This is an optimization exercise on Yosys and OpenROAD, whose aim is small area, a short achievable clock period and few clock cycles per item, not a production implementation.
Function was not checked in any run shown here: the RTL went through the layout flow alone.

### config.mk
export PLATFORM = sky130hd
export DESIGN_NAME = multiplier
export DESIGN_NICKNAME = multiplier
export VERILOG_FILES = /design/flow/design.v
export SDC_FILE = /design/flow/constraint.sdc
export NUM_CORES = 4
export LEC_CHECK = 0
export CAP_MARGIN = 20
export CORE_MARGIN = 2
export CORE_UTILIZATION = 40
export SLEW_MARGIN = 20
### constraint.sdc
create_clock -name core_clock -period 4.0 [get_ports {clk}]
set_input_delay 0.8000 -clock core_clock [delete_from_list [all_inputs] [get_ports {clk}]]
set_output_delay 0.8000 -clock core_clock [all_outputs]
set_load 0.01 [all_outputs]
### design.v
module multiplier(
	input logic clk,
	input logic rst,
	input logic start_flag,
	input logic[15:0] a,
	input logic[15:0] b,
	output logic[31:0] result,
	output logic status
	);
	logic signed[15:0] sa, sb;
	logic[31:0] prod;
	logic done;
	assign sa = a;
	assign sb = b;
	always_ff @(posedge clk) begin
		prod <= sa * sb;
	end
	always_ff @(posedge clk or negedge rst) begin
		if(~rst) done <= 1'b0;
		else done <= start_flag;
	end
	assign result = prod;
	assign status = done;
endmodule
### run.sh
#!/bin/bash
# synth_recipe.tcl (not shown) runs the flow's synth.tcl, then flattens the netlist and writes it again
# the make line also repeats each setting of config.mk as NAME=value (left out here)
make -C /OpenROAD-flow-scripts/flow DESIGN_CONFIG=/design/flow/config.mk WORK_HOME=/design/flow/orfs CLKGATE_MAP_FILE= SYNTH_SCRIPT=/design/flow/synth_recipe.tcl finish
==> results.txt, run 1 <==
run status=finished with violations; first-pass GRT wire length=46.8 mm; Post-DP HPWL=22.9 mm; Core ar.=26,000 um2; met3 Use GR=0.0219; utilization after layout=0.571; height of the die=167 um; number of diodes=0; post-synth net total=around 1,500; Fail Reasons=negative setup slack; Netlist Area Pre-Place=10,600 um2; final wirelength=28.5 mm; global placement routability congestion=0.838; CP max FO=6; unrepaired setup endpoints after global routing=true; Clock Tree Buf Depth=2; Hold WC Path Type=input pin to async pin; vias in the first global route=9,397; GRT overflow=0; Starting Density=0.407; Slew Viols, Final=0; Worst slew margin=0.702; area grow syn2layout=40.2%; Critical Path RT=4.20 ns; sequential element share of the synthesized area=0.0629; row count=59; initial antenna violation count=0; Post-synth EDFFs=0; grt met1 use=0.261; H-tree depth=2; DRT Pass-1 Iters=4; port bufs=67; minimum clock period=6.08 ns; IO Count=68; DRT iter0 DRCs=around 320; Total GRT Usage=0.212; Net count, final=approximately 1,800; Die Area=approximately 28,000 um2; met2 usage=0.406; CTS Hold Bufs=0; CTS tree=done; startpoint class of the critical path=input pin; Max-Cap Viols=0; Yosys reg bits=33; worst slack at placement=-2.93 ns; Die W=167 um; Antenna Nets Post-Route=0; proportion of layout cells with a drive suffix above 1=0.350; DRC violations left=0; most common cell in the netlist=inv_1; Vias/cell=4.80; synthesized instance count=1,128; Inst Count DP=approximately 1,700; Distinct cells, synth=50; Critical Path AT=6.28 ns; via count=8,338; FFs w/ async S/R, synth=0.0303; top_reg_cell synth=dfxtp_1; Root Driver=clkbuf_16; syn avg cell area=9.38 um2; fin crit share=1.52; Yosys top cell area share=0.496; grt peak-use layer=met2; non-filler instance count after layout=1,738; commonest cells in the netlist=inv_1, fa_1, nand2_1; Least-Margin Pin Slew=0.444 ns; Clock Sinks=33; synth warn=1; DR WL/cell=16.4 um; Synth area leader=fa_1; total CTS buffers=5; Crit. End Element=flip-flop; final setup fails=25; Critical Setup Path Class=input pin to flip-flop; largest net degree at the start of global routing=14; final worst slack=-2.08 ns; Fin. Hold Viols=0; clk slew on worst S/H paths=around 0.06 ns; Max Fclk=0.164 GHz; Area contributors post-synth=fa_1, inv_1, ha_1
-- layout make-up --
| type | instances | area, um2 |
|---|---|---|
| multi-input cells | 767 | 9660 |
| well taps | 335 | 419 |
| clock buffers | 5 | 125 |
| flip-flops and latches | 33 | 666 |
| clock inverters | 3 | 17.5 |
| inverters | 292 | 1100 |
| fillers | 2297 | 11100 |
| repair buffers | 303 | 2840 |
-- stage by stage --
stage | TNS, ns | cell area (um2) | hold slack [ns]
5_1_grt | -42.86 | 14800 | 0.657
6_report | -39.41 | 14800 | 0.653
2_1_floorplan | -32.96 | 11100 | 0.504
4_1_cts | -38.82 | 14300 | 0.650
3_5_place_dp | -62.73 | 13100 | 0.954
3_3_place_gp | -61.71 | 13100 | 0.950
-- placed cells by master, fill, tap and decap left out, types with 7 or more instances in the layout --
| cell type | Yosys | routed |
|---|---|---|
| buf_6 | 1 | 72 |
| clkdlybuf4s50_1 | 0 | 36 |
| nand2_2 | 0 | 18 |
| nor2_1 | 25 | 18 |
| buf_8 | 0 | 7 |
| and2_1 | 123 | 87 |
| fa_2 | 0 | 23 |
| xnor2_2 | 0 | 7 |
| buf_12 | 0 | 11 |
| buf_4 | 0 | 162 |
| xnor2_1 | 31 | 23 |
| a21oi_1 | 26 | 9 |
| fa_1 | 262 | 239 |
| nand2_4 | 0 | 12 |
| dfxtp_1 | 32 | 32 |
| a21oi_2 | 0 | 11 |
| ha_4 | 0 | 17 |
| ha_1 | 82 | 61 |
| inv_1 | 292 | 254 |
| and2_4 | 0 | 37 |
| nand2_1 | 132 | 102 |
| inv_2 | 0 | 36 |
-- critical path, stage by stage --
cell and delay (ns):
buf_6 0.09, buf_8 0.13, buf_4 0.14, nand2_4 0.05, inv_2 0.04, fa_2 0.59
buf_12 0.13, fa_2 0.48, fa_1 0.54, fa_1 0.53, fa_1 0.52, inv_2 0.04
fa_1 0.51, inv_2 0.05, ha_4 0.27, and3_4 0.17, and2_4 0.17, nand3_4 0.11
a2bb2oi_4 0.20, o211a_1 0.16, or3_4 0.39, o211ai_1 0.18
-- flip-flops by register name, indices dropped and copies added (netlist names) --
register / cells
done: 1
prod: 32
-- metal layers --
metal	wire (um)	vias to the layer above
met3	828	32
met5	0	-
li1	-	3849
met4	512	0
met1	11200	4333
met2	16000	124
-- kinds of logic after synthesis --
family | Yosys count | share of synthesized area
simple gates | 311 | 0.147
flops | 33 | 0.0629
buf+inv | 328 | 0.118
compound gates | 77 | 0.0505
fa+ha+maj | 344 | 0.593
xor+xnor | 35 | 0.0290
-- worst paths after layout --
check / startpoint / to / slack (ns) / cells after the start
max in group asynchronous: rst / done / 3.25 / 1
min in group core_clock: start_flag / done / 0.96 / 1
worst max-delay path: a[15] / prod[30] / -2.08 / 22
worst min-delay path: rst / done / 0.65 / 1
-- repair_timing --
action | 4_1_cts | 5_1_grt
gates resized for setup | 304 | 154
gates cloned | 1 | 1
endpoints found under the hold margin | 0 | 0
pin swaps | 131 | 148
setup endpoints to repair | 27 | 26
setup buffers | 57 | 34
==> run 2: changes to the inputs <==
==> design.v (replaced) <==
module multiplier(
	input logic clk,
	input logic rst,
	input logic start_flag,
	input logic[15:0] a,
	input logic[15:0] b,
	output logic[31:0] result,
	output logic status
	);
	localparam n = 16;
	typedef enum logic [2:0] {IDLE, CHECK, SHIFT, COUNT_CHECK, DONE} state_t;
	logic[15:0] M;
	logic[15:0] Q;
	logic[16:0] regA;	 
	logic c0;
	logic[7:0] counter;
	state_t state;
	logic[34:0] organizer;
	assign organizer = {regA[16], regA, Q, c0};
	always@(posedge clk or negedge rst) begin
		if(~rst) begin
			state <= IDLE;
			M <= 0;
			Q <= 0;
			regA <= 0;
			c0 <= 0;
			counter <= 0;
		end
		else begin
			case(state)
				IDLE, DONE: begin
					if(start_flag) begin
						counter <= n;
						M <= a;
						Q <= b;
						regA <= 0;
						c0 <= 0;
						state <= CHECK;
					end
					else begin
						state <= IDLE;
					end
				end
				CHECK: begin
					if({Q[0], c0} == 2'b10) begin
						regA <= regA - {M[15], M};
					end
					else if({Q[0], c0} == 2'b01) begin
						regA <= regA + {M[15], M};
					end
					state <= SHIFT;
				end
				SHIFT: begin
					{regA, Q, c0} <= organizer[34:1];
					counter <= counter - 1;
					state <= COUNT_CHECK;
				end
				COUNT_CHECK: begin
					if(counter == 0) begin
						state <= DONE;
					end
					else begin
						state <= CHECK;
					end
				end
				default: begin
					state <= IDLE;
				end
			endcase
		end
	end
	assign status = (state == DONE);
	assign result = {regA[15:0], Q};
endmodule
==> run 2 against run 1 <==
The run now finishes clean. Global-route usage is 3.1 points lower. Fmax is 80% higher. Utilization is 7.2 points lower. Critical path type is now flip-flop to flip-flop. Highest routed layer unchanged.
==> results.txt, run 2 <==
run status=timing/DRC/antenna clean; Hold WC Path Type=input pin to async pin; met3 Use GR=0.0298; minimum clock period=3.37 ns; Netlist Area Pre-Place=3880 um2; area grow syn2layout=19.7%; height of the die=103 um; Least-Margin Pin Slew=0.866 ns; syn avg cell area=8.46 um2; met2 usage=0.259; Die Area=between 10,000 and 15,000 um2; DRT Pass-1 Iters=5; most common cell in the netlist=nand2_1; Starting Density=0.416; Root Driver=clkbuf_8; total CTS buffers=9; Max-Cap Viols=0; grt peak-use layer=met1; final worst slack=0.628 ns; first-pass GRT wire length=approximately 15 mm; CTS tree=done; Max Fclk=0.297 GHz; Fin. Hold Viols=0; global placement routability congestion=~0.86; Antenna Nets Post-Route=0; Distinct cells, synth=55; unrepaired setup endpoints after global routing=false; number of diodes=0; Vias/cell=5.19; proportion of layout cells with a drive suffix above 1=0.0540; max reg flops=17; synth warn=1; TNS Setup=0 ns; r2r setup slk=0.63 ns; row count=35; Worst slew margin=0.421; Crit. Startpoint=c0; largest net degree at the start of global routing=30; clk slew on worst S/H paths=0.07 ns; port bufs=67; commonest cells in the netlist=nand2_1, dfrtp_1, nor2_1; fin crit share=0.843; # fillers=923; Crit. End Element=flip-flop; Post-synth EDFFs=0; Post-CTS Setup Bufs=0; grt met1 use=0.274; initial antenna violation count=0; GRT overflow=0; register area=1530 um2; worst flop-to-flop path endpoint=regA[13]; DRC violations left=0; Area contributors post-synth=dfrtp_1, nand2_1, buf_4; final setup fails=0; Yosys top cell area share=0.393; Die W=103 um; Critical Setup Path Class=flip-flop to flip-flop; commonest non-fill, non-tap cell in the layout=nand2_1; Clock Sinks=61; Top reg by flops=regA; Total GRT Usage=0.181; DRT iter0 DRCs=169; IO Count=68; top_reg_cell synth=dfrtp_1; Critical Path AT=3.66 ns; Critical Path RT=4.28 ns; FFs w/ async S/R, synth=1.00; Net count, final=550; commonest non-fill, non-tap cells in the layout=nand2_1, clkdlybuf4s50_1, dfrtp_1; vias in the first global route=~3,000; Largest regs=regA (17), M (16), Q (16); area of the multi-input gates=2000 um2; R2R cell count=12; startpoint class of the critical path=flip-flop; Yosys reg bits=61; sequential element share of the synthesized area=0.393; final wirelength=9.15 mm; worst clock skew=0.0123 ns; DR WL/cell=14.5 um; crit path to=regA[13]; r2r startpoint=c0; CTS Hold Bufs=0; post-synth net total=514; Core ar.=9330 um2; Slew Viols, Final=0; synthesized instance count=459; Post-DP HPWL=approximately 6.9 mm; Synth area leader=dfrtp_1; CP max FO=17; H-tree depth=3; via count=between 3,000 and 4,000; Clock Tree Buf Depth=2; Skew-Pair Late Insertion Delay=around 0.35 ns; post-CTS sizing=0; worst slack at placement=0.654 ns
[run 2: cell count changes in the layout (fill, tap and decap cells not counted), sizes merged, moves of 9 or more]
cell           delta
buf             -251
and2            -120
nand2            -40
clkdlybuf4s50    +30
dfxtp            -32
o21ai            +13
ha               -63
a22oi            +18
dfrtp            +60
nor2             +17
inv             -279
fa              -261
xnor2             -9
[run 2: cell families (layout without fill, tap and decap cells)]
| kind of cell | Yosys count | after routing | share of synthesized area |
|---|---|---|---|
| and+or+nand+nor | 181 | 181 | 0.206 |
| AOI/OAI and AO/OA | 110 | 110 | 0.186 |
| buffers and inverters | 62 | 103 | 0.0915 |
| DFF | 61 | 61 | 0.393 |
| xor gates and xnor gates | 24 | 24 | 0.0541 |
| adders and majority gates | 20 | 20 | 0.0663 |
| muxes | 1 | 1 | 0.00290 |
[run 2: worst min-delay path by stage]
stage | slack (ns) | from | to
floorplan | 0.45 | counter[7] | counter[7]
global placement | 0.46 | counter[7] | counter[7]
detailed placement | 0.48 | counter[7] | counter[7]
CTS | 0.31 | rst | M[5]
global route | 0.31 | rst | M[2]
finish | 0.30 | rst | M[5]
[run 2: cell type report]
cell class / count / share of cell area
clock buffer: 12 / 0.0312
clock inverter: 4 / 0.0102
inverter: 13 / 0.0105
multi-input combinational: 336 / 0.431
sequential: 61 / 0.328
tap: 129 / 0.0347
timing repair buffer: 74 / 0.154
[run 2: worst max-delay path: stages (launching register included)]
cell and delay (ns):
dfrtp_1 0.39, inv_1 0.06, ha_1 0.49, mux2_2 0.43
inv_1 0.07, ha_1 0.12, nor2b_1 0.16, o2111ai_1 0.14
a311oi_1 0.39, nor2_1 0.14, o21ai_0 0.41, nor4b_1 0.32
o22a_1 0.19
[run 2: routing by layer]
metal / vias up / wire [um] / part of all wire
li1: 1646 / - / -
met1: 1514 / 4700 / 0.51
met2: 87 / 3850 / 0.42
met3: 15 / 395 / 0.043
met4: 0 / 201 / 0.022
met5: - / 0 / 0
[run 2: metrics by stage]
| stage | hold slack, ns | instance area (um2) | instances | utilization |
|---|---|---|---|---|
| floorplan | 0.451 | 3880 | 459 | - |
| global placement | 0.464 | 4460 | 613 | 0.478 |
| detailed placement | 0.478 | 4460 | 613 | 0.478 |
| CTS | 0.307 | 4650 | 629 | 0.499 |
| global route | 0.314 | 4650 | 629 | 0.499 |
| finish | 0.305 | 4650 | 629 | 0.499 |

[what the ideal ports hide]
Ports are ideal in the flow. The routed layouts listed here were re-timed in OpenROAD. Step 1 assumes that a clkbuf_16 drives the clock port and a buf_2 every other input. Step 2 times the ports against the registers' clock, not the clock port: input delays grow and output delays shrink by t, the midpoint of the rising clock arrivals with the driver on. Three values: ideal ports, drivers, drivers and shift; two values: the first two.
| run | shift t [ns] | slack for setup (ns) | worst data-port slew with drivers (ns) |
|---|---|---|---|
| run 1 | 0.319 | -2.081 / -2.077 / -2.396 | 0.17 |
| run 2 | 0.372 | 0.628 / 0.628 / 0.628 | 0.04 |
The setup slack of run 1, which loses most, moves by +0.004 ns with the drivers and by -0.315 ns with both steps.
